Source: an optimization exercise on an open RTL-to-GDS flow (aim: small area and a short achievable clock period). Production flows keep margins and buffers that such runs may drop. Only simulation tests tie the RTL to the original design; equivalence was not proved.

==> branch pepper <==
==> flow/design.v <==
module divu8 (
    input  wire [7:0] n,
    input  wire [7:0] d,
    output wire [7:0] q,
    output wire [7:0] r
);
    wire [7:0] rr [0:8];
    assign rr[8] = 8'd0;
    genvar i;
    generate
        for (i = 7; i >= 0; i = i - 1) begin : st
            localparam W = 8 - i;
            wire [W-1:0] trial;
            if (W == 1) begin : w1
                assign trial = n[i];
            end else begin : wn
                assign trial = {rr[i+1][W-2:0], n[i]};
            end
            wire hz = ~|(d >> W);
            wire [W:0] diff = {1'b0, trial} - {1'b0, d[W-1:0]};
            wire ge = hz & ~diff[W];
            assign q[i] = ge;
            assign rr[i] = ge ? diff[W-1:0] : trial;
        end
    endgenerate
    assign r = rr[0];
endmodule
module main (
    input wire clk,
    input wire rst,
    input wire [7:0] in,
    input wire [2:0] op,
    input wire apply,
    output wire [7:0] tail,
    output wire empty,
    output reg valid
);
    reg [7:0] q0, q1, q2, q3, q4;
    reg [2:0] c;     
    assign tail  = q0;
    assign empty = (c == 3'd0);
    reg [7:0] a, b;
    always @* begin
        case ({c[2], c[0]})
            2'd0: begin a = q1; b = q0; end
            2'd1: begin a = q2; b = q1; end
            2'd2: begin a = q3; b = q2; end
            default: begin a = q4; b = q3; end
        endcase
    end
    wire [7:0] quo, rem;
    divu8 u_div (.n(b), .d(a), .q(quo), .r(rem));
    wire       sub = op[2];
    wire [7:0] sum = b + (a ^ {8{sub}}) + {7'd0, sub};
    reg [7:0] res;
    always @* begin
        case (op)
            3'd0:    res = in;
            3'd3:    res = a * b;
            3'd5:    res = quo;
            3'd6:    res = rem;
            default: res = sum;
        endcase
    end
    wire full = c[2] & c[0];
    wire ge2  = c[2] | c[1];
    wire ge1  = c != 3'd0;
    wire bad = (op == 3'd7)
             | ((op == 3'd0) & full)
             | ((op == 3'd1) & ~ge1)
             | ((op != 3'd0) & (op != 3'd1) & ~ge2)
             | (((op == 3'd5) | (op == 3'd6)) & (a == 8'd0));
    always @(posedge clk) begin
        if (apply && op != 3'd1) begin
            q0 <= res;
            q1 <= q0;
            q2 <= q1;
            q3 <= q2;
            q4 <= q3;
        end
    end
    always @(posedge clk or posedge rst) begin
        if (rst) begin
            c     <= 3'd0;
            valid <= 1'b1;
        end else if (apply) begin
            if (op == 3'd0) c <= c + 3'd1;
            else            c <= c - 3'd1;
            if (bad) valid <= 1'b0;
        end
    end
endmodule
==> flow/run.sh <==
#!/bin/bash
# synth_recipe.tcl (not shown) runs the flow's synth.tcl, then flattens the netlist and writes it again
# the make line also repeats each setting of config.mk as NAME=value (left out here)
make -C /OpenROAD-flow-scripts/flow DESIGN_CONFIG=/design/flow/config.mk WORK_HOME=/design/flow/orfs CLKGATE_MAP_FILE= SYNTH_SCRIPT=/design/flow/synth_recipe.tcl finish
==> flow/config.mk <==
export PLATFORM = sky130hd
export DESIGN_NAME = main
export DESIGN_NICKNAME = main
export VERILOG_FILES = /design/flow/design.v
export SDC_FILE = /design/flow/constraint.sdc
export NUM_CORES = 4
export LEC_CHECK = 0
export ABC_AREA = 1
export CAP_MARGIN = 20
export CORE_MARGIN = 2
export CORE_UTILIZATION = 60
export SETUP_SLACK_MARGIN = 5
export SLEW_MARGIN = 20
==> flow/constraint.sdc <==
create_clock -name core_clock -period 15.5 [get_ports {clk}]
set_input_delay 3.1000 -clock core_clock [delete_from_list [all_inputs] [get_ports {clk}]]
set_output_delay 3.1000 -clock core_clock [all_outputs]
set_load 0.01 [all_outputs]
==> branch juniper (differences from branch pepper) <==
==> flow/design.v, changed modules only <==
module main (
    input wire clk,
    input wire rst,
    input wire [7:0] in,
    input wire [2:0] op,
    input wire apply,
    output wire [7:0] tail,
    output wire empty,
    output reg valid
);
    reg [7:0] q0, q1, q2, q3, q4;
    reg [4:0] t;
    assign tail  = q0;
    assign empty = ~t[0];
    wire [7:0] a = t[4] ? q4 : t[3] ? q3 : t[2] ? q2 : q1;
    wire [7:0] b = t[4] ? q3 : t[3] ? q2 : t[2] ? q1 : q0;
    wire [7:0] quo, rem;
    divu8 u_div (.n(b), .d(a), .q(quo), .r(rem));
    reg [7:0] res;
    always @* begin
        case (op)
            3'd0:    res = in;
            3'd2:    res = a + b;
            3'd3:    res = a * b;
            3'd4:    res = b - a;
            3'd5:    res = quo;
            default: res = rem;
        endcase
    end
    wire bad = (op == 3'd7)
             | ((op == 3'd0) & t[4])
             | ((op == 3'd1) & ~t[0])
             | ((op != 3'd0) & (op != 3'd1) & ~t[1])
             | (((op == 3'd5) | (op == 3'd6)) & (a == 8'd0));
    always @(posedge clk) begin
        if (apply && op != 3'd1) begin
            q0 <= res;
            q1 <= q0;
            q2 <= q1;
            q3 <= q2;
            q4 <= q3;
        end
    end
    always @(posedge clk or posedge rst) begin
        if (rst) begin
            t     <= 5'd0;
            valid <= 1'b1;
        end else if (apply) begin
            if (op == 3'd0) t <= {t[3:0], 1'b1};
            else            t <= {1'b0, t[4:1]};
            if (bad) valid <= 1'b0;
        end
    end
endmodule
- ABC_AREA: 1 -> default
- CORE_UTILIZATION: 60 -> 40
- SETUP_SLACK_MARGIN: 5 -> default
==> results.yml <==
clock_network:
  clockRootBuffer: "sky130_fd_sc_hd__clkbuf_8"
  cts.clk_slew.worst_paths_ns: 0.08
setup_path:
  setup.worst_path.end: "q0[2]"
run_status:
  outcome: "timing/DRC/antenna clean"
hold_path:
  hold-path-endpoint: "q2[4]"
sta:
  worstMarginPinSlew_ns: 0.732
  timing.final.crit_share: 0.657
placed_design:
  placed_cell_area_um2: 5700
cells_and_area:
  final_design_area_no_fill_um2: 6860
  sequential_cell_total: 44
  mostFrequentLayoutCells: "sky130_fd_sc_hd__nand2_1 (119), sky130_fd_sc_hd__inv_1 (76), sky130_fd_sc_hd__buf_4 (59)"
floorplan:
  die_area_um2: 9720
logic_synthesis:
  sequential_area_share_after_synthesis: 0.242
the above is filed under branch pepper

==> results.yml <==
clock_network:
  cts.clk_slew.worst_paths_ns: 0.06
  clockRootBuffer: "sky130_fd_sc_hd__clkbuf_16"
setup_path:
  setup.worst_path.end: "q0[6]"
cells_and_area:
  mostFrequentLayoutCells: "sky130_fd_sc_hd__ha_1 (66), sky130_fd_sc_hd__inv_1 (54), sky130_fd_sc_hd__nor2_1 (53)"
  final_design_area_no_fill_um2: 6090
  sequential_cell_total: 46
run_status:
  outcome: "timing/DRC/antenna clean"
hold_path:
  hold-path-endpoint: "q2[6]"
sta:
  worstMarginPinSlew_ns: 1.09
the above is filed under branch juniper


---

==> quartz: inputs <==
Starts from the design.v that is shown in full above.
Settings: LEC_CHECK=0, ABC_AREA=1, CAP_MARGIN=20, CORE_MARGIN=2, CORE_UTILIZATION=60, SETUP_SLACK_MARGIN=5, SLEW_MARGIN=20; clock period 15.5 ns.
standard.sh (not shown) runs the stock make flow with config.mk's settings and CLKGATE_MAP_FILE= SYNTH_SCRIPT=/design/flow/synth_recipe.tcl, a recipe that flattens the netlist after the stock synthesis.
==> flow/flow/run.sh <==
#!/bin/bash
MARGIN=$(cat flow/margin.txt)
sed "s/SETUP_SLACK_MARGIN=[0-9.]*/SETUP_SLACK_MARGIN=$MARGIN/" standard.sh > standard_margin.sh
bash standard_margin.sh > standard.log 2>&1
==> flow/flow/margin.txt <==
8
==> inputs of ember, as changes to quartz <==
==> flow/run.sh (new file) <==
#!/bin/bash
# synth_recipe.tcl (not shown) runs the flow's synth.tcl, then flattens the netlist and writes it again
# the make line also repeats each setting of config.mk as NAME=value (left out here)
make -C /OpenROAD-flow-scripts/flow DESIGN_CONFIG=/design/flow/config.mk WORK_HOME=/design/flow/orfs CLKGATE_MAP_FILE= SYNTH_SCRIPT=/design/flow/synth_recipe.tcl finish
Settings changed: ABC_AREA 1 to not set.
removed: flow/flow/run.sh
removed: flow/flow/margin.txt
removed: flow/standard.sh
==> results.cfg <==
[status]
status = timing/DRC/antenna clean

[yosys]
synth_nets = 633

[setup_path]
critical_path_arrival_ns = 11.68

[floorplan]
die_x_um = 97.89

[cells_and_area]
sh_seq_area = 0.1986

[route]
routed-wl-met2_um = 7116
wl_per_cell_um = 20.72
# the run above: ember

==> results.cfg <==
[cells_and_area]
fillerInstances = 530
mostFrequentLayoutCells = nand2_1, buf_4, inv_1, ha_1, edfxtp_1
clock_area_frac = 0.01514
regArea_um2 = 1310
sh_seq_area = 0.1843

[route]
wl_per_cell_um = 19.54
routed-wl-met2_um = 8061

[hold_path]
min_path_cells = 1

[global_routing]
grt_overflow_total = 0

[status]
status = timing/DRC/antenna clean

[yosys]
synth_nets = 765

[floorplan]
die_x_um = 98.62

[setup_path]
critical_path_arrival_ns = 10.31
# the run above: quartz

## afterwards: timing with drivers on the ports
The flow's constraints put no driver on any port. The routed layouts listed below were extracted and timed again, unchanged, in two steps. Step 1, drivers: a clkbuf_16 drives clk and a buf_2 each remaining input, both assumed. Step 2 also shifts input and output timing later by t, the mid clock arrival at the registers, as if the neighbouring blocks saw the same clock. a / b / c = ideal / step 1 / step 2; a / b = the first two.
run	shift t [ns]	setup slack, ns	worst setup path at the end	clock arrival spread, ns
branch pepper	0.324	5.310 / 5.310 / 5.310	register to register	0.004 / 0.004
branch juniper	0.315	1.460 / 1.460 / 1.460	register to register	0.007 / 0.007
quartz	0.329	5.212 / 5.212 / 5.212	register to register	0.008 / 0.008
ember	0.318	3.950 / 3.950 / 3.950	register to register	0.008 / 0.008
After both steps setup and hold are still met in every run listed.
